Context: an optimization exercise on an open-source flow, tuned for small area. The choices shown serve that exercise and are no tape-out recipe.
No functional check of the RTL was part of any run shown here.
Power figures rest on the tool's default switching activity, not on a simulated workload.

<file path="flow/flow/run.sh">
#!/bin/bash
# Layout flow: the standard flow (standard.sh) with two changes to its
# synthesis, both in the combinational mapping only (registers untouched):
#  - yosys extract_fa is skipped, so adders are mapped by ABC like the rest
#    of the logic instead of being forced onto fa/ha cells;
#  - the final ABC mapping uses flow/abc_area.script (AIG resynthesis with
#    &deepsyn for up to 2 minutes, then area-recovery mapping with &nf)
#    instead of ORFS's abc_area.script.
# Everything else (floorplan, placement, CTS, routing, finishing) is
# standard.sh unchanged. Each tool's output goes to a log file here.
set -euo pipefail
W=$(pwd)
ABC_SCRIPT="$W/flow/abc_area.script"

# synthesis script: synth_recipe.tcl with the two overrides inserted before
# it sources ORFS's synth.tcl
{
  head -n 1 synth_recipe.tcl
  cat <<EOS
proc extract_fa {args} { puts "flow: extract_fa skipped" }
proc abc {args} {
  set i [lsearch -exact \$args -script]
  if {\$i >= 0} { set args [lreplace \$args [expr {\$i + 1}] [expr {\$i + 1}] $ABC_SCRIPT] }
  set i [lsearch -exact \$args -D]
  if {\$i >= 0} { set args [lreplace \$args \$i [expr {\$i + 1}]] }
  puts "flow: abc \$args"
  yosys abc {*}\$args
}
EOS
  tail -n +2 synth_recipe.tcl
} > flow_synth.tcl

sed "s|SYNTH_SCRIPT=[^ ]*|SYNTH_SCRIPT=$W/flow_synth.tcl|" standard.sh > flow_standard.sh
grep -q "SYNTH_SCRIPT=$W/flow_synth.tcl" flow_standard.sh

bash flow_standard.sh > flow_make.log 2>&1
</file>
<file path="flow/standard.sh">
#!/bin/bash
# synth_recipe.tcl (not shown) runs the flow's synth.tcl, then flattens the netlist and writes it again
# the make line also repeats each setting of config.mk as NAME=value (left out here)
make -C /OpenROAD-flow-scripts/flow DESIGN_CONFIG=/design/flow/config.mk WORK_HOME=/design/flow/orfs CLKGATE_MAP_FILE= SYNTH_SCRIPT=/design/flow/synth_recipe.tcl "${@:-finish}"
</file>
<file path="flow/design.v">
module car_dashboard_top (
    input  wire clk_50mhz,
    input  wire dip_sw8_reset,
    input  wire [5:0] dip_sw_gears,
    input  wire key_accel_n,
    input  wire key_brake_n,
    output wire [7:0] led_rpm,
    output wire [7:0] seg_single,
    output wire [7:0] ar_seg,
    output wire [7:0] ar_sel,
    output wire servo_ctrl,
    output wire piezo_out,
    output wire f_led1_r,
    output wire f_led1_g,
    output wire f_led1_b,
    output wire f_led2_r,
    output wire f_led2_g,
    output wire f_led2_b,
    output wire f_led3_r,
    output wire f_led3_g,
    output wire f_led3_b,
    output wire f_led4_r,
    output wire f_led4_g,
    output wire f_led4_b
);
    wire clk = clk_50mhz;
    wire rst = dip_sw8_reset;
    wire tick_1k, tick_10, sv_h0, sv_h1, sv_h19;
    wire [6:0] c_lo;
    dash_timebase u_tb (
        .clk(clk), .rst(rst), .tick_1k(tick_1k), .tick_10(tick_10), .c_lo(c_lo),
        .sv_h0(sv_h0), .sv_h1(sv_h1), .sv_h19(sv_h19)
    );
    wire a_st, b_st;
    dash_debounce u_acc (.clk(clk), .rst(rst), .tick_1k(tick_1k), .key_n(key_accel_n), .st(a_st));
    dash_debounce u_brk (.clk(clk), .rst(rst), .tick_1k(tick_1k), .key_n(key_brake_n), .st(b_st));
    reg [2:0] gear_sw;
    always @(*) begin
        casez (dip_sw_gears)
            6'b1?????: gear_sw = 3'd6;
            6'b01????: gear_sw = 3'd5;
            6'b001???: gear_sw = 3'd4;
            6'b0001??: gear_sw = 3'd3;
            6'b00001?: gear_sw = 3'd2;
            6'b000001: gear_sw = 3'd1;
            default:   gear_sw = 3'd0;
        endcase
    end
    wire [2:0] gear = rst ? 3'd0 : gear_sw;
    assign seg_single = seg7({1'b0, gear});
    wire [2:0] sp_h;
    wire [3:0] sp_t, sp_o;
    wire [2:0] g_l;
    dash_engine u_eng (
        .clk(clk), .rst(rst), .tick_10(tick_10), .thr(a_st), .brk(b_st), .gear(gear_sw),
        .sp_h(sp_h), .sp_t(sp_t), .sp_o(sp_o), .g_l(g_l)
    );
    wire [12:0] rpm;
    dash_rpm u_rpm (.g(g_l), .sp_h(sp_h), .sp_t(sp_t), .sp_o(sp_o), .rpm(rpm));
    wire [6:0] sv_r;
    wire [8:0] phi;
    wire r5500, r7000;
    dash_rpm_out u_ro (.rpm(rpm), .led(led_rpm), .r5500(r5500), .r7000(r7000), .sv_r(sv_r), .phi(phi));
    assign {f_led1_r, f_led1_g, f_led1_b} = {r5500, ~r7000, ~r5500};
    assign {f_led2_r, f_led2_g, f_led2_b} = {r5500, ~r7000, ~r5500};
    assign {f_led3_r, f_led3_g, f_led3_b} = {r5500, ~r7000, ~r5500};
    assign {f_led4_r, f_led4_g, f_led4_b} = {r5500, ~r7000, ~r5500};
    dash_display u_disp (
        .clk(clk), .rst(rst), .tick_1k(tick_1k), .sp_h(sp_h), .sp_t(sp_t), .sp_o(sp_o),
        .seg(ar_seg), .an(ar_sel)
    );
    assign servo_ctrl = sv_h0 | (sv_h1 & ge8(add8({1'b0, c_lo}, {1'b0, sv_r}, 1'b0), 8'd101)) |
                        (sv_h19 & tick_1k);
    dash_piezo u_pz (.clk(clk), .rst(rst), .phi(phi), .pz(piezo_out));
    function [7:0] add8;
        input [7:0] a;
        input [7:0] b;
        input ci;
        integer i;
        reg c;
        begin
            c = ci;
            for (i = 0; i < 8; i = i + 1) begin
                add8[i] = a[i] ^ b[i] ^ c;
                c = (a[i] & b[i]) | (c & (a[i] | b[i]));
            end
        end
    endfunction
    function ge8;
        input [7:0] a;
        input [7:0] b;
        integer i;
        reg c;
        begin
            c = 1'b1;
            for (i = 0; i < 8; i = i + 1)
                c = (a[i] & ~b[i]) | (c & (a[i] | ~b[i]));
            ge8 = c;
        end
    endfunction
    function [7:0] seg7;
        input [3:0] v;
        begin
            case (v)
                4'd0: seg7 = 8'b0011_1111;
                4'd1: seg7 = 8'b0000_0110;
                4'd2: seg7 = 8'b0101_1011;
                4'd3: seg7 = 8'b0100_1111;
                4'd4: seg7 = 8'b0110_0110;
                4'd5: seg7 = 8'b0110_1101;
                4'd6: seg7 = 8'b0111_1101;
                4'd7: seg7 = 8'b0000_0111;
                4'd8: seg7 = 8'b0111_1111;
                4'd9: seg7 = 8'b0110_1111;
                default: seg7 = 8'b1111_1111;
            endcase
        end
    endfunction
endmodule
module dash_timebase (
    input  wire clk,
    input  wire rst,
    output wire tick_1k,
    output wire tick_10,
    output reg  [6:0] c_lo,
    output wire sv_h0,
    output wire sv_h1,
    output wire sv_h19
);
    reg [4:0] k20;
    reg [2:0] k5;
    assign tick_1k = (c_lo == 7'd0);
    wire k20_last = (k20 == 5'd19);
    wire k5_last = (k5 == 3'd4);
    assign tick_10 = tick_1k & k20_last & k5_last;
    assign sv_h0 = (k20 == 5'd0);
    assign sv_h1 = (k20 == 5'd1);
    assign sv_h19 = k20_last;
    always @(posedge clk or posedge rst) begin
        if (rst) begin
            c_lo <= 7'd100;
            k20  <= 5'd0;
            k5   <= 3'd0;
        end else begin
            c_lo <= tick_1k ? 7'd99 : add7(c_lo, 7'h7f, 1'b0);
            if (tick_1k) begin
                k20 <= k20_last ? 5'd0 : add5(k20, 5'd0, 1'b1);
                if (k20_last)
                    k5 <= k5_last ? 3'd0 : add3(k5, 3'd0, 1'b1);
            end
        end
    end
    function [6:0] add7;
        input [6:0] a;
        input [6:0] b;
        input ci;
        integer i;
        reg c;
        begin
            c = ci;
            for (i = 0; i < 7; i = i + 1) begin
                add7[i] = a[i] ^ b[i] ^ c;
                c = (a[i] & b[i]) | (c & (a[i] | b[i]));
            end
        end
    endfunction
    function [4:0] add5;
        input [4:0] a;
        input [4:0] b;
        input ci;
        integer i;
        reg c;
        begin
            c = ci;
            for (i = 0; i < 5; i = i + 1) begin
                add5[i] = a[i] ^ b[i] ^ c;
                c = (a[i] & b[i]) | (c & (a[i] | b[i]));
            end
        end
    endfunction
    function [2:0] add3;
        input [2:0] a;
        input [2:0] b;
        input ci;
        integer i;
        reg c;
        begin
            c = ci;
            for (i = 0; i < 3; i = i + 1) begin
                add3[i] = a[i] ^ b[i] ^ c;
                c = (a[i] & b[i]) | (c & (a[i] | b[i]));
            end
        end
    endfunction
endmodule
module dash_debounce (
    input  wire clk,
    input  wire rst,
    input  wire tick_1k,
    input  wire key_n,
    output reg  st
);
    reg [1:0] sync;
    reg [2:0] cnt;
    always @(posedge clk or posedge rst) begin
        if (rst) begin
            sync <= 2'b00;
            st   <= 1'b0;
            cnt  <= 3'd0;
        end else begin
            sync <= {sync[0], ~key_n};
            if (tick_1k) begin
                if (sync[1] == st) begin
                    cnt <= 3'd0;
                end else if (cnt == 3'b100) begin
                    st  <= ~st;
                    cnt <= 3'd0;
                end else begin
                    cnt <= {cnt[1:0], ~cnt[2]};
                end
            end
        end
    end
endmodule
module dash_engine (
    input  wire clk,
    input  wire rst,
    input  wire tick_10,
    input  wire thr,
    input  wire brk,
    input  wire [2:0] gear,
    output reg  [2:0] sp_h,
    output reg  [3:0] sp_t,
    output reg  [3:0] sp_o,
    output reg  [2:0] g_l
);
    reg [4:0] d_acc, d_brk;
    reg [2:0] gm_h;
    reg [3:0] gm_t;
    always @(*) begin
        case (gear)
            3'd1: begin d_acc = 5'd2; d_brk = 5'd28; gm_h = 3'd0; gm_t = 4'd3; end
            3'd2: begin d_acc = 5'd3; d_brk = 5'd27; gm_h = 3'd0; gm_t = 4'd7; end
            3'd3: begin d_acc = 5'd4; d_brk = 5'd26; gm_h = 3'd1; gm_t = 4'd3; end
            3'd4: begin d_acc = 5'd5; d_brk = 5'd25; gm_h = 3'd2; gm_t = 4'd0; end
            3'd5: begin d_acc = 5'd6; d_brk = 5'd25; gm_h = 3'd3; gm_t = 4'd0; end
            3'd6: begin d_acc = 5'd6; d_brk = 5'd24; gm_h = 3'd4; gm_t = 4'd0; end
            default: begin d_acc = 5'd0; d_brk = 5'd24; gm_h = 3'd4; gm_t = 4'd0; end
        endcase
    end
    wire [4:0] delta = brk ? d_brk : thr ? d_acc : 5'h1f;
    wire [4:0] ox = add5({1'b0, sp_o}, delta, 1'b0);    
    wire o_neg = ox[4];
    wire o_big = ~ox[4] & ox[3] & (ox[2] | ox[1]);       
    wire [3:0] n_o = o_neg ? add4(ox[3:0], 4'd10, 1'b0) :
                     o_big ? add4(ox[3:0], 4'd6, 1'b0) : ox[3:0];
    wire t_zero = (sp_t == 4'd0);
    wire t_nine = (sp_t == 4'd9);
    wire [3:0] n_t = o_neg ? (t_zero ? 4'd9 : add4(sp_t, 4'hf, 1'b0)) :
                     o_big ? (t_nine ? 4'd0 : add4(sp_t, 4'd0, 1'b1)) : sp_t;
    wire t_bor = o_neg & t_zero;
    wire t_car = o_big & t_nine;
    wire [2:0] n_h = t_bor ? add3(sp_h, 3'h7, 1'b0) :
                     t_car ? add3(sp_h, 3'd0, 1'b1) : sp_h;
    wire below0 = t_bor & (sp_h == 3'd0);                
    wire s_lt_gm = ~ge3(sp_h, gm_h) | ((sp_h == gm_h) & ~ge4(sp_t, gm_t));
    wire [2:0] lim_h = s_lt_gm ? gm_h : 3'd4;
    wire [3:0] lim_t = s_lt_gm ? gm_t : 4'd0;
    wire n_lt_lim = ~ge3(n_h, lim_h) | ((n_h == lim_h) & ~ge4(n_t, lim_t));
    wire clamp_hi = thr & ~brk & ~n_lt_lim;
    always @(posedge clk or posedge rst) begin
        if (rst) begin
            sp_h <= 3'd0;
            sp_t <= 4'd0;
            sp_o <= 4'd0;
            g_l  <= 3'd0;
        end else if (tick_10) begin
            g_l <= gear;
            if (below0) begin
                sp_h <= 3'd0;
                sp_t <= 4'd0;
                sp_o <= 4'd0;
            end else if (clamp_hi) begin
                sp_h <= lim_h;
                sp_t <= lim_t;
                sp_o <= 4'd0;
            end else begin
                sp_h <= n_h;
                sp_t <= n_t;
                sp_o <= n_o;
            end
        end
    end
    function [4:0] add5;
        input [4:0] a;
        input [4:0] b;
        input ci;
        integer i;
        reg c;
        begin
            c = ci;
            for (i = 0; i < 5; i = i + 1) begin
                add5[i] = a[i] ^ b[i] ^ c;
                c = (a[i] & b[i]) | (c & (a[i] | b[i]));
            end
        end
    endfunction
    function [3:0] add4;
        input [3:0] a;
        input [3:0] b;
        input ci;
        integer i;
        reg c;
        begin
            c = ci;
            for (i = 0; i < 4; i = i + 1) begin
                add4[i] = a[i] ^ b[i] ^ c;
                c = (a[i] & b[i]) | (c & (a[i] | b[i]));
            end
        end
    endfunction
    function [2:0] add3;
        input [2:0] a;
        input [2:0] b;
        input ci;
        integer i;
        reg c;
        begin
            c = ci;
            for (i = 0; i < 3; i = i + 1) begin
                add3[i] = a[i] ^ b[i] ^ c;
                c = (a[i] & b[i]) | (c & (a[i] | b[i]));
            end
        end
    endfunction
    function ge4;
        input [3:0] a;
        input [3:0] b;
        integer i;
        reg c;
        begin
            c = 1'b1;
            for (i = 0; i < 4; i = i + 1)
                c = (a[i] & ~b[i]) | (c & (a[i] | ~b[i]));
            ge4 = c;
        end
    endfunction
    function ge3;
        input [2:0] a;
        input [2:0] b;
        integer i;
        reg c;
        begin
            c = 1'b1;
            for (i = 0; i < 3; i = i + 1)
                c = (a[i] & ~b[i]) | (c & (a[i] | ~b[i]));
            ge3 = c;
        end
    endfunction
endmodule
module dash_rpm (
    input  wire [2:0] g,
    input  wire [2:0] sp_h,
    input  wire [3:0] sp_t,
    input  wire [3:0] sp_o,
    output wire [12:0] rpm
);
    wire [21:0] vh = tab_h(g, {1'b0, sp_h});
    wire [21:0] vt = tab_t(g, sp_t);
    wire [18:0] vo = tab_o(g, sp_o);
    wire [10:0] fsum = add11(add11({2'd0, vh[8:0]}, {2'd0, vt[8:0]}, 1'b0), {2'd0, vo[8:0]}, 1'b0);
    wire fc1 = ge11(fsum, 11'd500);
    wire fc2 = ge11(fsum, 11'd1000);
    wire [14:0] rsum = add15(add15({2'd0, vh[21:9]}, {2'd0, vt[21:9]}, fc1), {5'd0, vo[18:9]}, fc2);
    assign rpm = (g == 3'd0) | ~ge15(rsum, 15'd800) ? 13'd800 :
                 ge15(rsum, 15'd8001) ? 13'd8000 : rsum[12:0];
    function [21:0] tab_h;
        input [2:0] g;
        input [3:0] d;
        begin
            case ({g, d})
                {3'd1, 4'd0}: tab_h = {13'd0, 9'd0};
                {3'd1, 4'd1}: tab_h = {13'd8001, 9'd0};
                {3'd1, 4'd2}: tab_h = {13'd8001, 9'd0};
                {3'd1, 4'd3}: tab_h = {13'd8001, 9'd0};
                {3'd1, 4'd4}: tab_h = {13'd8001, 9'd0};
                {3'd2, 4'd0}: tab_h = {13'd0, 9'd0};
                {3'd2, 4'd1}: tab_h = {13'd5387, 9'd200};
                {3'd2, 4'd2}: tab_h = {13'd8001, 9'd400};
                {3'd2, 4'd3}: tab_h = {13'd8001, 9'd100};
                {3'd2, 4'd4}: tab_h = {13'd8001, 9'd300};
                {3'd3, 4'd0}: tab_h = {13'd0, 9'd0};
                {3'd3, 4'd1}: tab_h = {13'd3468, 9'd300};
                {3'd3, 4'd2}: tab_h = {13'd6937, 9'd100};
                {3'd3, 4'd3}: tab_h = {13'd8001, 9'd400};
                {3'd3, 4'd4}: tab_h = {13'd8001, 9'd200};
                {3'd4, 4'd0}: tab_h = {13'd0, 9'd0};
                {3'd4, 4'd1}: tab_h = {13'd2460, 9'd0};
                {3'd4, 4'd2}: tab_h = {13'd4920, 9'd0};
                {3'd4, 4'd3}: tab_h = {13'd7380, 9'd0};
                {3'd4, 4'd4}: tab_h = {13'd8001, 9'd0};
                {3'd5, 4'd0}: tab_h = {13'd0, 9'd0};
                {3'd5, 4'd1}: tab_h = {13'd2041, 9'd400};
                {3'd5, 4'd2}: tab_h = {13'd4083, 9'd300};
                {3'd5, 4'd3}: tab_h = {13'd6125, 9'd200};
                {3'd5, 4'd4}: tab_h = {13'd8001, 9'd100};
                {3'd6, 4'd0}: tab_h = {13'd0, 9'd0};
                {3'd6, 4'd1}: tab_h = {13'd1771, 9'd100};
                {3'd6, 4'd2}: tab_h = {13'd3542, 9'd200};
                {3'd6, 4'd3}: tab_h = {13'd5313, 9'd300};
                {3'd6, 4'd4}: tab_h = {13'd7084, 9'd400};
                default: tab_h = 22'bx;
            endcase
        end
    endfunction
    function [21:0] tab_t;
        input [2:0] g;
        input [3:0] d;
        begin
            case ({g, d})
                {3'd1, 4'd0}: tab_t = {13'd0, 9'd0};
                {3'd1, 4'd1}: tab_t = {13'd885, 9'd300};
                {3'd1, 4'd2}: tab_t = {13'd1771, 9'd100};
                {3'd1, 4'd3}: tab_t = {13'd2656, 9'd400};
                {3'd1, 4'd4}: tab_t = {13'd3542, 9'd200};
                {3'd1, 4'd5}: tab_t = {13'd4428, 9'd0};
                {3'd1, 4'd6}: tab_t = {13'd5313, 9'd300};
                {3'd1, 4'd7}: tab_t = {13'd6199, 9'd100};
                {3'd1, 4'd8}: tab_t = {13'd7084, 9'd400};
                {3'd1, 4'd9}: tab_t = {13'd7970, 9'd200};
                {3'd2, 4'd0}: tab_t = {13'd0, 9'd0};
                {3'd2, 4'd1}: tab_t = {13'd538, 9'd370};
                {3'd2, 4'd2}: tab_t = {13'd1077, 9'd240};
                {3'd2, 4'd3}: tab_t = {13'd1616, 9'd110};
                {3'd2, 4'd4}: tab_t = {13'd2154, 9'd480};
                {3'd2, 4'd5}: tab_t = {13'd2693, 9'd350};
                {3'd2, 4'd6}: tab_t = {13'd3232, 9'd220};
                {3'd2, 4'd7}: tab_t = {13'd3771, 9'd90};
                {3'd2, 4'd8}: tab_t = {13'd4309, 9'd460};
                {3'd2, 4'd9}: tab_t = {13'd4848, 9'd330};
                {3'd3, 4'd0}: tab_t = {13'd0, 9'd0};
                {3'd3, 4'd1}: tab_t = {13'd346, 9'd430};
                {3'd3, 4'd2}: tab_t = {13'd693, 9'd360};
                {3'd3, 4'd3}: tab_t = {13'd1040, 9'd290};
                {3'd3, 4'd4}: tab_t = {13'd1387, 9'd220};
                {3'd3, 4'd5}: tab_t = {13'd1734, 9'd150};
                {3'd3, 4'd6}: tab_t = {13'd2081, 9'd80};
                {3'd3, 4'd7}: tab_t = {13'd2428, 9'd10};
                {3'd3, 4'd8}: tab_t = {13'd2774, 9'd440};
                {3'd3, 4'd9}: tab_t = {13'd3121, 9'd370};
                {3'd4, 4'd0}: tab_t = {13'd0, 9'd0};
                {3'd4, 4'd1}: tab_t = {13'd246, 9'd0};
                {3'd4, 4'd2}: tab_t = {13'd492, 9'd0};
                {3'd4, 4'd3}: tab_t = {13'd738, 9'd0};
                {3'd4, 4'd4}: tab_t = {13'd984, 9'd0};
                {3'd4, 4'd5}: tab_t = {13'd1230, 9'd0};
                {3'd4, 4'd6}: tab_t = {13'd1476, 9'd0};
                {3'd4, 4'd7}: tab_t = {13'd1722, 9'd0};
                {3'd4, 4'd8}: tab_t = {13'd1968, 9'd0};
                {3'd4, 4'd9}: tab_t = {13'd2214, 9'd0};
                {3'd5, 4'd0}: tab_t = {13'd0, 9'd0};
                {3'd5, 4'd1}: tab_t = {13'd204, 9'd90};
                {3'd5, 4'd2}: tab_t = {13'd408, 9'd180};
                {3'd5, 4'd3}: tab_t = {13'd612, 9'd270};
                {3'd5, 4'd4}: tab_t = {13'd816, 9'd360};
                {3'd5, 4'd5}: tab_t = {13'd1020, 9'd450};
                {3'd5, 4'd6}: tab_t = {13'd1225, 9'd40};
                {3'd5, 4'd7}: tab_t = {13'd1429, 9'd130};
                {3'd5, 4'd8}: tab_t = {13'd1633, 9'd220};
                {3'd5, 4'd9}: tab_t = {13'd1837, 9'd310};
                {3'd6, 4'd0}: tab_t = {13'd0, 9'd0};
                {3'd6, 4'd1}: tab_t = {13'd177, 9'd60};
                {3'd6, 4'd2}: tab_t = {13'd354, 9'd120};
                {3'd6, 4'd3}: tab_t = {13'd531, 9'd180};
                {3'd6, 4'd4}: tab_t = {13'd708, 9'd240};
                {3'd6, 4'd5}: tab_t = {13'd885, 9'd300};
                {3'd6, 4'd6}: tab_t = {13'd1062, 9'd360};
                {3'd6, 4'd7}: tab_t = {13'd1239, 9'd420};
                {3'd6, 4'd8}: tab_t = {13'd1416, 9'd480};
                {3'd6, 4'd9}: tab_t = {13'd1594, 9'd40};
                default: tab_t = 22'bx;
            endcase
        end
    endfunction
    function [18:0] tab_o;
        input [2:0] g;
        input [3:0] d;
        begin
            case ({g, d})
                {3'd1, 4'd0}: tab_o = {10'd0, 9'd0};
                {3'd1, 4'd1}: tab_o = {10'd88, 9'd280};
                {3'd1, 4'd2}: tab_o = {10'd177, 9'd60};
                {3'd1, 4'd3}: tab_o = {10'd265, 9'd340};
                {3'd1, 4'd4}: tab_o = {10'd354, 9'd120};
                {3'd1, 4'd5}: tab_o = {10'd442, 9'd400};
                {3'd1, 4'd6}: tab_o = {10'd531, 9'd180};
                {3'd1, 4'd7}: tab_o = {10'd619, 9'd460};
                {3'd1, 4'd8}: tab_o = {10'd708, 9'd240};
                {3'd1, 4'd9}: tab_o = {10'd797, 9'd20};
                {3'd2, 4'd0}: tab_o = {10'd0, 9'd0};
                {3'd2, 4'd1}: tab_o = {10'd53, 9'd437};
                {3'd2, 4'd2}: tab_o = {10'd107, 9'd374};
                {3'd2, 4'd3}: tab_o = {10'd161, 9'd311};
                {3'd2, 4'd4}: tab_o = {10'd215, 9'd248};
                {3'd2, 4'd5}: tab_o = {10'd269, 9'd185};
                {3'd2, 4'd6}: tab_o = {10'd323, 9'd122};
                {3'd2, 4'd7}: tab_o = {10'd377, 9'd59};
                {3'd2, 4'd8}: tab_o = {10'd430, 9'd496};
                {3'd2, 4'd9}: tab_o = {10'd484, 9'd433};
                {3'd3, 4'd0}: tab_o = {10'd0, 9'd0};
                {3'd3, 4'd1}: tab_o = {10'd34, 9'd343};
                {3'd3, 4'd2}: tab_o = {10'd69, 9'd186};
                {3'd3, 4'd3}: tab_o = {10'd104, 9'd29};
                {3'd3, 4'd4}: tab_o = {10'd138, 9'd372};
                {3'd3, 4'd5}: tab_o = {10'd173, 9'd215};
                {3'd3, 4'd6}: tab_o = {10'd208, 9'd58};
                {3'd3, 4'd7}: tab_o = {10'd242, 9'd401};
                {3'd3, 4'd8}: tab_o = {10'd277, 9'd244};
                {3'd3, 4'd9}: tab_o = {10'd312, 9'd87};
                {3'd4, 4'd0}: tab_o = {10'd0, 9'd0};
                {3'd4, 4'd1}: tab_o = {10'd24, 9'd300};
                {3'd4, 4'd2}: tab_o = {10'd49, 9'd100};
                {3'd4, 4'd3}: tab_o = {10'd73, 9'd400};
                {3'd4, 4'd4}: tab_o = {10'd98, 9'd200};
                {3'd4, 4'd5}: tab_o = {10'd123, 9'd0};
                {3'd4, 4'd6}: tab_o = {10'd147, 9'd300};
                {3'd4, 4'd7}: tab_o = {10'd172, 9'd100};
                {3'd4, 4'd8}: tab_o = {10'd196, 9'd400};
                {3'd4, 4'd9}: tab_o = {10'd221, 9'd200};
                {3'd5, 4'd0}: tab_o = {10'd0, 9'd0};
                {3'd5, 4'd1}: tab_o = {10'd20, 9'd209};
                {3'd5, 4'd2}: tab_o = {10'd40, 9'd418};
                {3'd5, 4'd3}: tab_o = {10'd61, 9'd127};
                {3'd5, 4'd4}: tab_o = {10'd81, 9'd336};
                {3'd5, 4'd5}: tab_o = {10'd102, 9'd45};
                {3'd5, 4'd6}: tab_o = {10'd122, 9'd254};
                {3'd5, 4'd7}: tab_o = {10'd142, 9'd463};
                {3'd5, 4'd8}: tab_o = {10'd163, 9'd172};
                {3'd5, 4'd9}: tab_o = {10'd183, 9'd381};
                {3'd6, 4'd0}: tab_o = {10'd0, 9'd0};
                {3'd6, 4'd1}: tab_o = {10'd17, 9'd356};
                {3'd6, 4'd2}: tab_o = {10'd35, 9'd212};
                {3'd6, 4'd3}: tab_o = {10'd53, 9'd68};
                {3'd6, 4'd4}: tab_o = {10'd70, 9'd424};
                {3'd6, 4'd5}: tab_o = {10'd88, 9'd280};
                {3'd6, 4'd6}: tab_o = {10'd106, 9'd136};
                {3'd6, 4'd7}: tab_o = {10'd123, 9'd492};
                {3'd6, 4'd8}: tab_o = {10'd141, 9'd348};
                {3'd6, 4'd9}: tab_o = {10'd159, 9'd204};
                default: tab_o = 19'bx;
            endcase
        end
    endfunction
    function [10:0] add11;
        input [10:0] a;
        input [10:0] b;
        input ci;
        integer i;
        reg c;
        begin
            c = ci;
            for (i = 0; i < 11; i = i + 1) begin
                add11[i] = a[i] ^ b[i] ^ c;
                c = (a[i] & b[i]) | (c & (a[i] | b[i]));
            end
        end
    endfunction
    function [14:0] add15;
        input [14:0] a;
        input [14:0] b;
        input ci;
        integer i;
        reg c;
        begin
            c = ci;
            for (i = 0; i < 15; i = i + 1) begin
                add15[i] = a[i] ^ b[i] ^ c;
                c = (a[i] & b[i]) | (c & (a[i] | b[i]));
            end
        end
    endfunction
    function ge11;
        input [10:0] a;
        input [10:0] b;
        integer i;
        reg c;
        begin
            c = 1'b1;
            for (i = 0; i < 11; i = i + 1)
                c = (a[i] & ~b[i]) | (c & (a[i] | ~b[i]));
            ge11 = c;
        end
    endfunction
    function ge15;
        input [14:0] a;
        input [14:0] b;
        integer i;
        reg c;
        begin
            c = 1'b1;
            for (i = 0; i < 15; i = i + 1)
                c = (a[i] & ~b[i]) | (c & (a[i] | ~b[i]));
            ge15 = c;
        end
    endfunction
endmodule
module dash_rpm_out (
    input  wire [12:0] rpm,
    output wire [7:0] led,
    output wire r5500,
    output wire r7000,
    output wire [6:0] sv_r,
    output wire [8:0] phi
);
    assign r5500 = ge13(rpm, 13'd5500);
    assign r7000 = ge13(rpm, 13'd7000);
    assign led = {ge13(rpm, 13'd7800), ge13(rpm, 13'd7200), ge13(rpm, 13'd6500), r5500,
                  ge13(rpm, 13'd4000), ge13(rpm, 13'd2500), ge13(rpm, 13'd1000), 1'b1};
    reg [7:0] a;
    reg [2:0] r;
    integer i;
    always @(*) begin
        r = 3'd0;
        for (i = 7; i >= 0; i = i - 1) begin
            {a[i], r} = step5({r, rpm[5 + i]});
        end
    end
    wire [7:0] b = {r, rpm[4:0]};
    wire b80 = (r == 3'd4) | (r == 3'd3) | ((r == 3'd2) & rpm[4]);
    assign sv_r = {a[5:0], b80};
    assign phi = add9(add9({a[5:0], 3'd0}, {3'd0, a[5:0]}, 1'b0), {5'd0, ninth(b)}, 1'b0);
    function [3:0] step5;
        input [3:0] v;
        begin
            case (v)
                4'd0: step5 = {1'b0, 3'd0};
                4'd1: step5 = {1'b0, 3'd1};
                4'd2: step5 = {1'b0, 3'd2};
                4'd3: step5 = {1'b0, 3'd3};
                4'd4: step5 = {1'b0, 3'd4};
                4'd5: step5 = {1'b1, 3'd0};
                4'd6: step5 = {1'b1, 3'd1};
                4'd7: step5 = {1'b1, 3'd2};
                4'd8: step5 = {1'b1, 3'd3};
                4'd9: step5 = {1'b1, 3'd4};
                default: step5 = 4'bxxxx;
            endcase
        end
    endfunction
    function [3:0] ninth;
        input [7:0] b;
        begin
            case (b)
                8'd0: ninth = 4'd0;
                8'd1: ninth = 4'd0;
                8'd2: ninth = 4'd0;
                8'd3: ninth = 4'd0;
                8'd4: ninth = 4'd0;
                8'd5: ninth = 4'd0;
                8'd6: ninth = 4'd0;
                8'd7: ninth = 4'd0;
                8'd8: ninth = 4'd0;
                8'd9: ninth = 4'd0;
                8'd10: ninth = 4'd0;
                8'd11: ninth = 4'd0;
                8'd12: ninth = 4'd0;
                8'd13: ninth = 4'd0;
                8'd14: ninth = 4'd0;
                8'd15: ninth = 4'd0;
                8'd16: ninth = 4'd0;
                8'd17: ninth = 4'd0;
                8'd18: ninth = 4'd1;
                8'd19: ninth = 4'd1;
                8'd20: ninth = 4'd1;
                8'd21: ninth = 4'd1;
                8'd22: ninth = 4'd1;
                8'd23: ninth = 4'd1;
                8'd24: ninth = 4'd1;
                8'd25: ninth = 4'd1;
                8'd26: ninth = 4'd1;
                8'd27: ninth = 4'd1;
                8'd28: ninth = 4'd1;
                8'd29: ninth = 4'd1;
                8'd30: ninth = 4'd1;
                8'd31: ninth = 4'd1;
                8'd32: ninth = 4'd1;
                8'd33: ninth = 4'd1;
                8'd34: ninth = 4'd1;
                8'd35: ninth = 4'd1;
                8'd36: ninth = 4'd2;
                8'd37: ninth = 4'd2;
                8'd38: ninth = 4'd2;
                8'd39: ninth = 4'd2;
                8'd40: ninth = 4'd2;
                8'd41: ninth = 4'd2;
                8'd42: ninth = 4'd2;
                8'd43: ninth = 4'd2;
                8'd44: ninth = 4'd2;
                8'd45: ninth = 4'd2;
                8'd46: ninth = 4'd2;
                8'd47: ninth = 4'd2;
                8'd48: ninth = 4'd2;
                8'd49: ninth = 4'd2;
                8'd50: ninth = 4'd2;
                8'd51: ninth = 4'd2;
                8'd52: ninth = 4'd2;
                8'd53: ninth = 4'd2;
                8'd54: ninth = 4'd3;
                8'd55: ninth = 4'd3;
                8'd56: ninth = 4'd3;
                8'd57: ninth = 4'd3;
                8'd58: ninth = 4'd3;
                8'd59: ninth = 4'd3;
                8'd60: ninth = 4'd3;
                8'd61: ninth = 4'd3;
                8'd62: ninth = 4'd3;
                8'd63: ninth = 4'd3;
                8'd64: ninth = 4'd3;
                8'd65: ninth = 4'd3;
                8'd66: ninth = 4'd3;
                8'd67: ninth = 4'd3;
                8'd68: ninth = 4'd3;
                8'd69: ninth = 4'd3;
                8'd70: ninth = 4'd3;
                8'd71: ninth = 4'd3;
                8'd72: ninth = 4'd4;
                8'd73: ninth = 4'd4;
                8'd74: ninth = 4'd4;
                8'd75: ninth = 4'd4;
                8'd76: ninth = 4'd4;
                8'd77: ninth = 4'd4;
                8'd78: ninth = 4'd4;
                8'd79: ninth = 4'd4;
                8'd80: ninth = 4'd4;
                8'd81: ninth = 4'd4;
                8'd82: ninth = 4'd4;
                8'd83: ninth = 4'd4;
                8'd84: ninth = 4'd4;
                8'd85: ninth = 4'd4;
                8'd86: ninth = 4'd4;
                8'd87: ninth = 4'd4;
                8'd88: ninth = 4'd4;
                8'd89: ninth = 4'd5;
                8'd90: ninth = 4'd5;
                8'd91: ninth = 4'd5;
                8'd92: ninth = 4'd5;
                8'd93: ninth = 4'd5;
                8'd94: ninth = 4'd5;
                8'd95: ninth = 4'd5;
                8'd96: ninth = 4'd5;
                8'd97: ninth = 4'd5;
                8'd98: ninth = 4'd5;
                8'd99: ninth = 4'd5;
                8'd100: ninth = 4'd5;
                8'd101: ninth = 4'd5;
                8'd102: ninth = 4'd5;
                8'd103: ninth = 4'd5;
                8'd104: ninth = 4'd5;
                8'd105: ninth = 4'd5;
                8'd106: ninth = 4'd5;
                8'd107: ninth = 4'd6;
                8'd108: ninth = 4'd6;
                8'd109: ninth = 4'd6;
                8'd110: ninth = 4'd6;
                8'd111: ninth = 4'd6;
                8'd112: ninth = 4'd6;
                8'd113: ninth = 4'd6;
                8'd114: ninth = 4'd6;
                8'd115: ninth = 4'd6;
                8'd116: ninth = 4'd6;
                8'd117: ninth = 4'd6;
                8'd118: ninth = 4'd6;
                8'd119: ninth = 4'd6;
                8'd120: ninth = 4'd6;
                8'd121: ninth = 4'd6;
                8'd122: ninth = 4'd6;
                8'd123: ninth = 4'd6;
                8'd124: ninth = 4'd6;
                8'd125: ninth = 4'd7;
                8'd126: ninth = 4'd7;
                8'd127: ninth = 4'd7;
                8'd128: ninth = 4'd7;
                8'd129: ninth = 4'd7;
                8'd130: ninth = 4'd7;
                8'd131: ninth = 4'd7;
                8'd132: ninth = 4'd7;
                8'd133: ninth = 4'd7;
                8'd134: ninth = 4'd7;
                8'd135: ninth = 4'd7;
                8'd136: ninth = 4'd7;
                8'd137: ninth = 4'd7;
                8'd138: ninth = 4'd7;
                8'd139: ninth = 4'd7;
                8'd140: ninth = 4'd7;
                8'd141: ninth = 4'd7;
                8'd142: ninth = 4'd7;
                8'd143: ninth = 4'd8;
                8'd144: ninth = 4'd8;
                8'd145: ninth = 4'd8;
                8'd146: ninth = 4'd8;
                8'd147: ninth = 4'd8;
                8'd148: ninth = 4'd8;
                8'd149: ninth = 4'd8;
                8'd150: ninth = 4'd8;
                8'd151: ninth = 4'd8;
                8'd152: ninth = 4'd8;
                8'd153: ninth = 4'd8;
                8'd154: ninth = 4'd8;
                8'd155: ninth = 4'd8;
                8'd156: ninth = 4'd8;
                8'd157: ninth = 4'd8;
                8'd158: ninth = 4'd8;
                8'd159: ninth = 4'd8;
                default: ninth = 4'd0;
            endcase
        end
    endfunction
    function [8:0] add9;
        input [8:0] a;
        input [8:0] b;
        input ci;
        integer i;
        reg c;
        begin
            c = ci;
            for (i = 0; i < 9; i = i + 1) begin
                add9[i] = a[i] ^ b[i] ^ c;
                c = (a[i] & b[i]) | (c & (a[i] | b[i]));
            end
        end
    endfunction
    function ge13;
        input [12:0] a;
        input [12:0] b;
        integer i;
        reg c;
        begin
            c = 1'b1;
            for (i = 0; i < 13; i = i + 1)
                c = (a[i] & ~b[i]) | (c & (a[i] | ~b[i]));
            ge13 = c;
        end
    endfunction
endmodule
module dash_display (
    input  wire clk,
    input  wire rst,
    input  wire tick_1k,
    input  wire [2:0] sp_h,
    input  wire [3:0] sp_t,
    input  wire [3:0] sp_o,
    output wire [7:0] seg,
    output wire [7:0] an
);
    reg [1:0] disp;
    reg [3:0] dig;
    wire [3:0] d_sel = (disp == 2'd1) ? sp_t : (disp == 2'd2) ? sp_o : {1'b0, sp_h};
    always @(posedge clk or posedge rst) begin
        if (rst) begin
            disp <= 2'd0;
            dig  <= 4'd15;
        end else if (tick_1k) begin
            disp <= (disp == 2'd3) ? 2'd1 : add2(disp, 2'd0, 1'b1);
            dig  <= d_sel;
        end
    end
    assign seg = seg7(dig);
    assign an = {disp != 2'd3, disp != 2'd2, disp != 2'd1, 5'b11111};
    function [1:0] add2;
        input [1:0] a;
        input [1:0] b;
        input ci;
        integer i;
        reg c;
        begin
            c = ci;
            for (i = 0; i < 2; i = i + 1) begin
                add2[i] = a[i] ^ b[i] ^ c;
                c = (a[i] & b[i]) | (c & (a[i] | b[i]));
            end
        end
    endfunction
    function [7:0] seg7;
        input [3:0] v;
        begin
            case (v)
                4'd0: seg7 = 8'b0011_1111;
                4'd1: seg7 = 8'b0000_0110;
                4'd2: seg7 = 8'b0101_1011;
                4'd3: seg7 = 8'b0100_1111;
                4'd4: seg7 = 8'b0110_0110;
                4'd5: seg7 = 8'b0110_1101;
                4'd6: seg7 = 8'b0111_1101;
                4'd7: seg7 = 8'b0000_0111;
                4'd8: seg7 = 8'b0111_1111;
                4'd9: seg7 = 8'b0110_1111;
                default: seg7 = 8'b1111_1111;
            endcase
        end
    endfunction
endmodule
module dash_piezo (
    input  wire clk,
    input  wire rst,
    input  wire [8:0] phi,
    output reg  pz
);
    reg [9:0] pc;
    reg [8:0] qr;
    reg       pp;
    always @(posedge clk or posedge rst) begin
        if (rst) begin
            pc <= 10'd0;
            qr <= 9'd450;
            pp <= 1'b0;
            pz <= 1'b0;
        end else begin
            pz <= pz ^ pp;
            pp <= ~pp & ~ge9(qr, phi);
            if (pp) begin
                pc <= 10'd0;
                qr <= 9'd450;
            end else begin
                pc <= add10(pc, 10'd0, 1'b1);
                qr <= add9(qr, ~{6'd0, q_step(pc)}, 1'b1);
            end
        end
    end
    function [2:0] q_step;
        input [9:0] c;
        begin
            case (c)
                10'd98: q_step = 3'd5;
                10'd99: q_step = 3'd5;
                10'd100: q_step = 3'd5;
                10'd101: q_step = 3'd5;
                10'd102: q_step = 3'd4;
                10'd103: q_step = 3'd5;
                10'd104: q_step = 3'd4;
                10'd105: q_step = 3'd5;
                10'd106: q_step = 3'd4;
                10'd107: q_step = 3'd4;
                10'd108: q_step = 3'd4;
                10'd109: q_step = 3'd4;
                10'd110: q_step = 3'd4;
                10'd111: q_step = 3'd4;
                10'd112: q_step = 3'd4;
                10'd113: q_step = 3'd3;
                10'd114: q_step = 3'd4;
                10'd115: q_step = 3'd4;
                10'd116: q_step = 3'd3;
                10'd117: q_step = 3'd4;
                10'd118: q_step = 3'd3;
                10'd119: q_step = 3'd4;
                10'd120: q_step = 3'd3;
                10'd121: q_step = 3'd3;
                10'd122: q_step = 3'd3;
                10'd123: q_step = 3'd4;
                10'd124: q_step = 3'd3;
                10'd125: q_step = 3'd3;
                10'd126: q_step = 3'd3;
                10'd127: q_step = 3'd3;
                10'd128: q_step = 3'd3;
                10'd129: q_step = 3'd3;
                10'd130: q_step = 3'd3;
                10'd131: q_step = 3'd2;
                10'd132: q_step = 3'd3;
                10'd133: q_step = 3'd3;
                10'd134: q_step = 3'd3;
                10'd135: q_step = 3'd2;
                10'd136: q_step = 3'd3;
                10'd137: q_step = 3'd2;
                10'd138: q_step = 3'd3;
                10'd139: q_step = 3'd2;
                10'd140: q_step = 3'd3;
                10'd141: q_step = 3'd2;
                10'd142: q_step = 3'd3;
                10'd143: q_step = 3'd2;
                10'd144: q_step = 3'd2;
                10'd145: q_step = 3'd3;
                10'd146: q_step = 3'd2;
                10'd147: q_step = 3'd2;
                10'd148: q_step = 3'd2;
                10'd149: q_step = 3'd3;
                10'd150: q_step = 3'd2;
                10'd151: q_step = 3'd2;
                10'd152: q_step = 3'd2;
                10'd153: q_step = 3'd2;
                10'd154: q_step = 3'd2;
                10'd155: q_step = 3'd2;
                10'd156: q_step = 3'd2;
                10'd157: q_step = 3'd2;
                10'd158: q_step = 3'd2;
                10'd159: q_step = 3'd2;
                10'd160: q_step = 3'd2;
                10'd161: q_step = 3'd2;
                10'd162: q_step = 3'd1;
                10'd163: q_step = 3'd2;
                10'd164: q_step = 3'd2;
                10'd165: q_step = 3'd2;
                10'd166: q_step = 3'd2;
                10'd167: q_step = 3'd1;
                10'd168: q_step = 3'd2;
                10'd169: q_step = 3'd2;
                10'd170: q_step = 3'd1;
                10'd171: q_step = 3'd2;
                10'd172: q_step = 3'd2;
                10'd173: q_step = 3'd1;
                10'd174: q_step = 3'd2;
                10'd175: q_step = 3'd2;
                10'd176: q_step = 3'd1;
                10'd177: q_step = 3'd2;
                10'd178: q_step = 3'd1;
                10'd179: q_step = 3'd2;
                10'd180: q_step = 3'd1;
                10'd181: q_step = 3'd2;
                10'd182: q_step = 3'd1;
                10'd183: q_step = 3'd2;
                10'd184: q_step = 3'd1;
                10'd185: q_step = 3'd2;
                10'd186: q_step = 3'd1;
                10'd187: q_step = 3'd1;
                10'd188: q_step = 3'd2;
                10'd189: q_step = 3'd1;
                10'd190: q_step = 3'd1;
                10'd191: q_step = 3'd2;
                10'd192: q_step = 3'd1;
                10'd193: q_step = 3'd1;
                10'd194: q_step = 3'd2;
                10'd195: q_step = 3'd1;
                10'd196: q_step = 3'd1;
                10'd197: q_step = 3'd1;
                10'd198: q_step = 3'd2;
                10'd199: q_step = 3'd1;
                10'd200: q_step = 3'd1;
                10'd201: q_step = 3'd1;
                10'd202: q_step = 3'd2;
                10'd203: q_step = 3'd1;
                10'd204: q_step = 3'd1;
                10'd205: q_step = 3'd1;
                10'd206: q_step = 3'd1;
                10'd207: q_step = 3'd1;
                10'd208: q_step = 3'd2;
                10'd209: q_step = 3'd1;
                10'd210: q_step = 3'd1;
                10'd211: q_step = 3'd1;
                10'd212: q_step = 3'd1;
                10'd213: q_step = 3'd1;
                10'd214: q_step = 3'd1;
                10'd215: q_step = 3'd1;
                10'd216: q_step = 3'd1;
                10'd217: q_step = 3'd1;
                10'd218: q_step = 3'd1;
                10'd219: q_step = 3'd1;
                10'd220: q_step = 3'd1;
                10'd221: q_step = 3'd1;
                10'd222: q_step = 3'd1;
                10'd223: q_step = 3'd1;
                10'd224: q_step = 3'd1;
                10'd225: q_step = 3'd1;
                10'd226: q_step = 3'd1;
                10'd227: q_step = 3'd1;
                10'd228: q_step = 3'd1;
                10'd229: q_step = 3'd1;
                10'd230: q_step = 3'd1;
                10'd231: q_step = 3'd1;
                10'd232: q_step = 3'd1;
                10'd233: q_step = 3'd1;
                10'd234: q_step = 3'd1;
                10'd236: q_step = 3'd1;
                10'd237: q_step = 3'd1;
                10'd238: q_step = 3'd1;
                10'd239: q_step = 3'd1;
                10'd240: q_step = 3'd1;
                10'd241: q_step = 3'd1;
                10'd243: q_step = 3'd1;
                10'd244: q_step = 3'd1;
                10'd245: q_step = 3'd1;
                10'd246: q_step = 3'd1;
                10'd248: q_step = 3'd1;
                10'd249: q_step = 3'd1;
                10'd250: q_step = 3'd1;
                10'd251: q_step = 3'd1;
                10'd253: q_step = 3'd1;
                10'd254: q_step = 3'd1;
                10'd255: q_step = 3'd1;
                10'd257: q_step = 3'd1;
                10'd258: q_step = 3'd1;
                10'd259: q_step = 3'd1;
                10'd261: q_step = 3'd1;
                10'd262: q_step = 3'd1;
                10'd263: q_step = 3'd1;
                10'd265: q_step = 3'd1;
                10'd266: q_step = 3'd1;
                10'd268: q_step = 3'd1;
                10'd269: q_step = 3'd1;
                10'd271: q_step = 3'd1;
                10'd272: q_step = 3'd1;
                10'd274: q_step = 3'd1;
                10'd275: q_step = 3'd1;
                10'd277: q_step = 3'd1;
                10'd278: q_step = 3'd1;
                10'd280: q_step = 3'd1;
                10'd282: q_step = 3'd1;
                10'd283: q_step = 3'd1;
                10'd285: q_step = 3'd1;
                10'd287: q_step = 3'd1;
                10'd288: q_step = 3'd1;
                10'd290: q_step = 3'd1;
                10'd292: q_step = 3'd1;
                10'd293: q_step = 3'd1;
                10'd295: q_step = 3'd1;
                10'd297: q_step = 3'd1;
                10'd299: q_step = 3'd1;
                10'd301: q_step = 3'd1;
                10'd302: q_step = 3'd1;
                10'd304: q_step = 3'd1;
                10'd306: q_step = 3'd1;
                10'd308: q_step = 3'd1;
                10'd310: q_step = 3'd1;
                10'd312: q_step = 3'd1;
                10'd314: q_step = 3'd1;
                10'd316: q_step = 3'd1;
                10'd318: q_step = 3'd1;
                10'd320: q_step = 3'd1;
                10'd322: q_step = 3'd1;
                10'd324: q_step = 3'd1;
                10'd326: q_step = 3'd1;
                10'd329: q_step = 3'd1;
                10'd331: q_step = 3'd1;
                10'd333: q_step = 3'd1;
                10'd335: q_step = 3'd1;
                10'd338: q_step = 3'd1;
                10'd340: q_step = 3'd1;
                10'd342: q_step = 3'd1;
                10'd345: q_step = 3'd1;
                10'd347: q_step = 3'd1;
                10'd350: q_step = 3'd1;
                10'd352: q_step = 3'd1;
                10'd355: q_step = 3'd1;
                10'd357: q_step = 3'd1;
                10'd360: q_step = 3'd1;
                10'd362: q_step = 3'd1;
                10'd365: q_step = 3'd1;
                10'd368: q_step = 3'd1;
                10'd371: q_step = 3'd1;
                10'd373: q_step = 3'd1;
                10'd376: q_step = 3'd1;
                10'd379: q_step = 3'd1;
                10'd382: q_step = 3'd1;
                10'd385: q_step = 3'd1;
                10'd388: q_step = 3'd1;
                10'd391: q_step = 3'd1;
                10'd394: q_step = 3'd1;
                10'd398: q_step = 3'd1;
                10'd401: q_step = 3'd1;
                10'd404: q_step = 3'd1;
                10'd407: q_step = 3'd1;
                10'd411: q_step = 3'd1;
                10'd414: q_step = 3'd1;
                10'd418: q_step = 3'd1;
                10'd421: q_step = 3'd1;
                10'd425: q_step = 3'd1;
                10'd429: q_step = 3'd1;
                10'd432: q_step = 3'd1;
                10'd436: q_step = 3'd1;
                10'd440: q_step = 3'd1;
                10'd444: q_step = 3'd1;
                10'd448: q_step = 3'd1;
                10'd452: q_step = 3'd1;
                10'd456: q_step = 3'd1;
                10'd460: q_step = 3'd1;
                10'd465: q_step = 3'd1;
                10'd469: q_step = 3'd1;
                10'd474: q_step = 3'd1;
                10'd478: q_step = 3'd1;
                10'd483: q_step = 3'd1;
                10'd488: q_step = 3'd1;
                10'd493: q_step = 3'd1;
                10'd498: q_step = 3'd1;
                10'd503: q_step = 3'd1;
                10'd508: q_step = 3'd1;
                10'd513: q_step = 3'd1;
                10'd518: q_step = 3'd1;
                10'd524: q_step = 3'd1;
                default: q_step = 3'd0;
            endcase
        end
    endfunction
    function [9:0] add10;
        input [9:0] a;
        input [9:0] b;
        input ci;
        integer i;
        reg c;
        begin
            c = ci;
            for (i = 0; i < 10; i = i + 1) begin
                add10[i] = a[i] ^ b[i] ^ c;
                c = (a[i] & b[i]) | (c & (a[i] | b[i]));
            end
        end
    endfunction
    function [8:0] add9;
        input [8:0] a;
        input [8:0] b;
        input ci;
        integer i;
        reg c;
        begin
            c = ci;
            for (i = 0; i < 9; i = i + 1) begin
                add9[i] = a[i] ^ b[i] ^ c;
                c = (a[i] & b[i]) | (c & (a[i] | b[i]));
            end
        end
    endfunction
    function ge9;
        input [8:0] a;
        input [8:0] b;
        integer i;
        reg c;
        begin
            c = 1'b1;
            for (i = 0; i < 9; i = i + 1)
                c = (a[i] & ~b[i]) | (c & (a[i] | ~b[i]));
            ge9 = c;
        end
    endfunction
endmodule
</file>
<file path="flow/flow/abc_area.script">
strash
&get -n
&fraig -x
&deepsyn -T 120 -S 1
&dch -f
&nf -R 1000 -p
&put
</file>
<file path="flow/config.mk">
export PLATFORM = sky130hd
export DESIGN_NAME = car_dashboard_top
export DESIGN_NICKNAME = car_dashboard_top
export VERILOG_FILES = /design/flow/design.v
export SDC_FILE = /design/flow/constraint.sdc
export NUM_CORES = 4
export LEC_CHECK = 0
export ABC_AREA = 1
export CAP_MARGIN = 20
export CORE_MARGIN = 2
export CORE_UTILIZATION = 60
export CTS_BUF_LIST = sky130_fd_sc_hd__clkbuf_2 sky130_fd_sc_hd__clkbuf_4
export CTS_CLUSTER_SIZE = 12
export SLEW_MARGIN = 20
</file>
<file path="flow/constraint.sdc">
create_clock -name core_clock -period 120.0 [get_ports {clk_50mhz}]
set_input_delay 24.0000 -clock core_clock [delete_from_list [all_inputs] [get_ports {clk_50mhz}]]
set_output_delay 24.0000 -clock core_clock [all_outputs]
set_load 0.01 [all_outputs]
</file>
==> results.cfg, run 1 <==
[outcome]
outcome = complete, no violations

[worst_setup_path]
crit_path_start_kind = primary input
worstPathMaxFanout = 6
end_kind = output pin
worst_ep_required_time_ns = 96.00
crit_type = primary input to output pin
cp.arrival_ns = 26.57
reg2reg_slack_ns = 102.72

[finish]
multi_input_area_sq_um = 5890
drive_above_1_share_pct = 3.74
n_antenna_cell = 0
fillers = 1165
fin_util_pct = 68.7
final-seq-area_sq_um = 1720
area_delta_synth_final_pct = 10.6
nets = 1209
stdcell_area_sq_um = 8740

[logic_synthesis]
synth_edf_count = 0
avgSynthCellArea_sq_um = 6.92
async_flop_share_pct = 100
synth_cell_types = 62
synth-seq-cells = 68
synth_area_leaders = dfrtp_1 18%, nor2_1 7.9%, xnor2_1 7.8%
syn_area_sq_um = 7900
yosysWarnings = 8
ys.flop_type = dfrtp_1
yosysTopAreaCell = dfrtp_1
syn_inst = 1142
yosysSeqAreaShare_pct = 21.7
yosysTopAreaCellShare_pct = 18.0

[floorplanning]
rows = 41
die_y_um = 119
core_sq_um = 12700
die_area_sq_um = 14100
die_w_um = 119
pin_count = 56
start_util_pct = 62.1

[routing]
postRouteAntennaNets = 0
drc = 0
via_per_inst = 6.41
first_pass_iters = 6
first_iter_violations = 1214
num_vias = 8825
post_drt_wl_per_cell_um = 17.2
wl_um = 23700

[timing]
finalHoldViolCount = 0
hold_ws_ns = 0.359
tns_ns = 0
skew_ns = 0.0189
drv_slew = 0
setup_viol = 0
period_needed_ns = 50.57
worst_pin_slew_ns = 1.25
rsz0062_at_grt = no
relSlewSlack_pct = 14.8
finalWorstSetupSlack_ns = 69.43
fin_crit_sh_pct = 42.1
clock.fmax_mhz = 19.8

[global_route]
grt_pass1_wl_um = 38600
grt_max_degree = 73
antenna_found_initial = 0
grt_pass1_vias = 7963
grt.overflow.total = 0
grtUsageTotal_pct = 33.0

[place]
port_buffers = 48
dpl_cell_area_sq_um = 8570
place_ws_ns = 69.45
hpwl_um = 17900
routabilityCongestion = 0.988

[clocking]
cts_buffers = 9
clock_latency_ns = 0.42
cts_hold_buf = 0
cts_tree = done
postCtsSetupBuffers = 0
clk_path_buf_depth = 2
h-tree-depth = 3
clk_pin_slew_ns = 0.10
ctsResizeCount = 0
clock_sinks = 68
clk_root_buffer_cell = clkbuf_4

[power_and_ir_drop]
leakagePower_nw = 3.31
ir_drop_v = 0.00000659
power_density_nw_per_um2 = 10.3

[job]
maxCapViolations = 0

[worst_hold_path]
min_path_type = flip-flop to flip-flop
cell usage after synthesis, types with 5 or more instances:
cell and number:
nor2_1 167, nand2_1 161, o21ai_0 85, a21oi_1 81, xnor2_1 70, dfrtp_1 57, nand2b_1 43, clkinv_1 39
nor3_1 36, nor2b_1 33, a31oi_1 29, xor2_1 28, o22ai_1 25, buf_4 23, maj3_1 22, nand3_1 19
or2_0 17, o31ai_1 15, a22oi_1 13, and2_0 12, nor4_1 12, a211oi_1 11, dfstp_2 11, o21bai_1 11
and3_1 9, nand4_1 9, o211ai_1 9, a21boi_0 6, a22o_1 6, nor3b_1 5, o21a_1 5, o221ai_1 5
o311ai_0 5, o32ai_1 5
metal layers:
metal	GRT usage, %	part of all wire (%)	up-vias
met1	44.8	42	4030
met4	10.4	3.2	0
li1	-	-	4236
met5	0	0	-
met3	6.18	9.4	76
met2	53.2	45	483
path summary, 6_finish.rpt:
check                           endpoint  cells past startpoint             from
hold / removal             u_acc.sync[1]                      0    u_acc.sync[0]
min in group asynchronous  u_eng.sp_t[1]                      3    dip_sw8_reset
hold reg to reg            u_acc.sync[1]                      0    u_acc.sync[0]
max in group asynchronous   u_tb.c_lo[3]                      3    dip_sw8_reset
setup / recovery           seg_single[3]                      9  dip_sw_gears[4]
setup reg to reg                 u_pz.pp                     71     u_eng.g_l[2]
layout by cell type (no fill, tap or decap), drive strengths merged, types with 6 or more instances in the layout:
| cell type | Yosys | layout |
|---|---|---|
| a21boi | 6 | 6 |
| buf | 23 | 16 |
| nor2 | 167 | 167 |
| a22oi | 13 | 13 |
| a22o | 6 | 6 |
| o21bai | 11 | 11 |
| xor2 | 28 | 28 |
| and3 | 9 | 9 |
| o22ai | 25 | 25 |
| clkinv | 39 | 41 |
| o211ai | 9 | 9 |
| nor2b | 33 | 33 |
| a211oi | 11 | 11 |
| conb | 2 | 7 |
| or2 | 17 | 17 |
| nand3 | 19 | 19 |
| a31oi | 29 | 29 |
| nor4 | 12 | 12 |
| clkdlybuf4s50 | 0 | 48 |
| o31ai | 15 | 15 |
| maj3 | 22 | 22 |
| clkbuf | 0 | 9 |
| nand2b | 43 | 43 |
| xnor2 | 70 | 70 |
| nand2 | 161 | 161 |
| nor3 | 36 | 36 |
| dfstp | 11 | 11 |
| dfrtp | 57 | 57 |
| nand4 | 9 | 9 |
| o21ai | 85 | 85 |
| and2 | 12 | 12 |
| a21oi | 81 | 81 |
layout make-up:
| cell class | instances | area share (%) |
|---|---|---|
| multi-input combinational | 1017 | 67.4 |
| sequential | 68 | 19.6 |
| timing repair buffer | 64 | 6.87 |
| tap | 172 | 2.46 |
| inverter | 39 | 1.68 |
| clock inverter | 7 | 1.13 |
| clock buffer | 9 | 0.773 |
worst max-delay path, stage by stage:
cell             delay [ns]
clkdlybuf4s50_1        0.50
or3_1                  0.44
nor3_1                 0.41
nand2_1                0.19
and2_0                 0.21
nand2_1                0.06
nand2_1                0.07
nand2b_1               0.19
clkdlybuf4s50_1        0.50
report_power, final:
part	leakage, nW	total, W	switching [W]	internal [W]
combinational	2.41	0.0000457	0.0000265	0.0000192
clock	0.0865	0.0000171	0.00000856	0.00000854
sequential	0.815	0.0000272	0.00000331	0.0000239
cell families after synthesis:
logic type	count (synthesis)	synth area share, %
compound gates	350	28.2
xor+xnor	100	11.4
fa+ha+maj	22	2.79
buf+inv	62	4.04
flops	68	21.7
mux	3	0.396
other cells	2	0.0950
simple gates	535	31.3
stage by stage:
stage               std cells  total power (W)
floorplan                1147        0.0000628
global placement         1360        0.0000720
detailed placement       1360        0.0000725
CTS                      1376        0.0000897
global route             1376        0.0000966
finish                   1376        0.0000900
registers in the layout, indices dropped and copies added (netlist names):
name         count
u_tb.k20         5
u_acc.st         1
u_disp.disp      2
u_acc.sync       2
u_tb.k5          3
u_pz.pz          1
u_eng.sp_t       4
u_eng.g_l        3
u_tb.c_lo        7
u_eng.sp_h       3
u_pz.pp          1
u_brk.st         1
u_disp.dig       4
u_brk.cnt        3
u_acc.cnt        3
u_pz.pc         10
u_pz.qr          9
u_brk.sync       2
u_eng.sp_o       4
==> inputs of run 2 (changes only) <==
--- a/flow/config.mk
+++ b/flow/config.mk
@@ -9,6 +9,7 @@
 export CAP_MARGIN = 20
 export CORE_MARGIN = 2
 export CORE_UTILIZATION = 60
-export CTS_BUF_LIST = sky130_fd_sc_hd__clkbuf_2 sky130_fd_sc_hd__clkbuf_4
-export CTS_CLUSTER_SIZE = 12
+export CTS_BUF_LIST = sky130_fd_sc_hd__clkbuf_8 sky130_fd_sc_hd__clkbuf_16
+export CTS_CLUSTER_DIAMETER = 100
+export CTS_CLUSTER_SIZE = 35
 export SLEW_MARGIN = 20
==> results.cfg, run 2 <==
[clocking]
cts_buffers = 9
h-tree-depth = 3
ctsResizeCount = 0
clock_latency_ns = 0.33
postCtsSetupBuffers = 0
clk_pin_slew_ns = 0.05
cts_tree = done
cts_hold_buf = 0
clock_sinks = 68
clk_root_buffer_cell = clkbuf_16
clk_path_buf_depth = 2

[timing]
worst_pin_slew_ns = 1.23
relSlewSlack_pct = 15.7
tns_ns = 0
clock.fmax_mhz = 19.8
hold_ws_ns = 0.346
finalHoldViolCount = 0
period_needed_ns = 50.57
rsz0062_at_grt = no
skew_ns = 0.00562
setup_viol = 0
drv_slew = 0
finalWorstSetupSlack_ns = 69.43
fin_crit_sh_pct = 42.1

[routing]
via_per_inst = 6.45
drc = 0
num_vias = 8877
first_pass_iters = 6
first_iter_violations = 1356
wl_um = 24000
postRouteAntennaNets = 0
post_drt_wl_per_cell_um = 17.5

[floorplanning]
start_util_pct = 62.1
die_w_um = 119
pin_count = 56
die_area_sq_um = 14100
die_y_um = 119
core_sq_um = 12700
rows = 41

[finish]
layout_commonest_cell = nor2_1
largest_reg_flops = 10
area_delta_synth_final_pct = 12.6
drive_above_1_share_pct = 3.74
n_antenna_cell = 0
reg_top3 = u_pz.pc (10), u_pz.qr (9), u_tb.c_lo (7)
fin_util_pct = 69.9
mostFrequentLayoutCells = 167 x nor2_1, 161 x nand2_1, 85 x o21ai_0
nets = 1209
regMostFlops = u_pz.pc

[logic_synthesis]
yosysSeqAreaShare_pct = 21.7
syn_inst = 1142
yosysTopAreaCellShare_pct = 18.0
ys.flop_type = dfrtp_1
yosysTopAreaCell = dfrtp_1
syn_area_sq_um = 7900
yosysWarnings = 8
synth_edf_count = 0
avgSynthCellArea_sq_um = 6.92
yosysMostFrequentCell = nor2_1
synth-seq-cells = 68
synth_common_cells = 167 x nor2_1, 161 x nand2_1, 85 x o21ai_0, 81 x a21oi_1, 70 x xnor2_1
async_flop_share_pct = 100
synth_area_leaders = dfrtp_1 18%, nor2_1 7.9%, xnor2_1 7.8%
synth_cell_types = 62

[power_and_ir_drop]
power.share.clock_pct = 27.9
seqPwrFrac_pct = 26.9
leakagePower_nw = 3.38
p_sw_share_pct = 39.4
switching_power_w = 0.0000399
ir_drop_v = 0.00000650
power_density_nw_per_um2 = 11.4
power.internal_w = 0.0000614
power_frac_comb_pct = 45.2

[worst_setup_path]
worstPathMaxFanout = 6
worst_ep_required_time_ns = 96.00
r2r-end = u_pz.pp
crit_path_start_kind = primary input
end_kind = output pin
cp.arrival_ns = 26.57
reg2reg_slack_ns = 102.67
rr_worst_depth = 71
crit_type = primary input to output pin
rr_startpoint = u_eng.g_l[2]

[global_route]
grt_max_degree = 73
grt.overflow.total = 0
grtUsageTotal_pct = 33.5
grt_pass1_vias = 7980
antenna_found_initial = 0
grt_pass1_wl_um = 39000

[place]
port_buffers = 48
hpwl_um = 17900
place_ws_ns = 69.45
routabilityCongestion = 0.988

[worst_hold_path]
min_from = u_acc.sync[0]
min_path_type = flip-flop to flip-flop
holdPathStages = 0
min_to = u_acc.sync[1]

[outcome]
outcome = complete, no violations

[job]
maxCapViolations = 0
## run 2: cell types whose count changed in the layout (fill, tap and decap cells not counted)
cell / delta
clkbuf_4: -9
clkbuf_16: +9
## run 2: routing by layer
| layer | track usage [%] | share of wire [%] | vias to the layer above |
|---|---|---|---|
| li1 | - | - | 4237 |
| met1 | 45.6 | 41 | 4038 |
| met2 | 53.6 | 45 | 505 |
| met3 | 6.08 | 9.8 | 97 |
| met4 | 10.9 | 4.0 | 0 |
| met5 | 0 | 0 | - |
## run 2: worst max-delay path, cell delays in order
cell and delay, ns:
clkdlybuf4s50_1 0.50, or3_1 0.44, nor3_1 0.40, nand2_1 0.20, and2_0 0.21, nand2_1 0.06
nand2_1 0.07, nand2b_1 0.19, clkdlybuf4s50_1 0.50
## run 2: metrics by stage
step                      cell area (sq um)  total power, W  std cells
after floorplan                        7920       0.0000628       1147
after global placement                 8570       0.0000720       1360
after detailed placement               8570       0.0000725       1360
after CTS                              8890        0.000101       1376
after global routing                   8890        0.000108       1376
final                                  8890        0.000101       1376
## run 2: layout make-up
type                       instances  area (sq um)
multi-input combinational       1017          5890
fill                            1144          3830
sequential                        68          1720
timing repair buffer              64           601
clock buffer                       9           225
tap                              172           215
inverter                          39           146
clock inverter                     7          98.8
## run 2: cells by family (layout without fill, tap and decap cells)
group | Yosys count | count (layout) | synth area share (%)
compound gates | 350 | 350 | 28.2
xor+xnor | 100 | 100 | 11.4
fa+ha+maj | 22 | 22 | 2.79
buf+inv | 62 | 119 | 4.04
flops | 68 | 68 | 21.7
mux | 3 | 3 | 0.396
other cells | 2 | 7 | 0.0950
simple gates | 535 | 535 | 31.3
## run 2: worst max path at each step
stage,start,endpoint,slack (ns)
finish,dip_sw_gears[4],seg_single[3],69.43
global route,dip_sw_gears[4],seg_single[3],69.24
detailed placement,dip_sw_gears[4],seg_single[3],69.45
CTS,dip_sw_gears[4],seg_single[3],69.45
global placement,dip_sw_gears[5],seg_single[3],69.48
floorplan,dip_sw8_reset,seg_single[0],69.73
## run 2: power by group through the flow
stage / Combinational [W] / Clock [W] / Sequential [W]
floorplan: 0.0000360 / 0 / 0.0000268
global placement: 0.0000444 / 0 / 0.0000276
detailed placement: 0.0000450 / 0 / 0.0000276
CTS: 0.0000451 / 0.0000286 / 0.0000272
global route: 0.0000506 / 0.0000296 / 0.0000275
finish: 0.0000458 / 0.0000283 / 0.0000273

[separate check: timing with driven ports]
Ports are ideal in the flow. The routed layouts listed here were re-timed in OpenROAD.
Step 1, drivers: a clkbuf_16 drives clk_50mhz and a buf_2 each remaining input, both assumed.
Step 2 moves the port delays by t, midway between the first and last clock arrival at a register: inputs arrive t later, outputs are due t later. That takes back most of the time a late clock gives input paths.
Slacks: ideal / step 1 / step 2; pairs: ideal / step 1.
run	t, ns	slack for setup (ns)	latest minus earliest clock arrival (ns)	worst register clock-pin slew, ns	worst data-port slew with drivers (ns)
run 1	0.441	69.431 / 69.402 / 69.402	0.019 / 0.019	0.12 / 0.12	0.04
run 2	0.367	69.427 / 69.404 / 69.404	0.006 / 0.006	0.06 / 0.06	0.04
After both steps setup and hold are still met in every run listed. The setup slack of run 1, which loses most, moves by -0.029 ns with the drivers and by -0.029 ns with both steps.
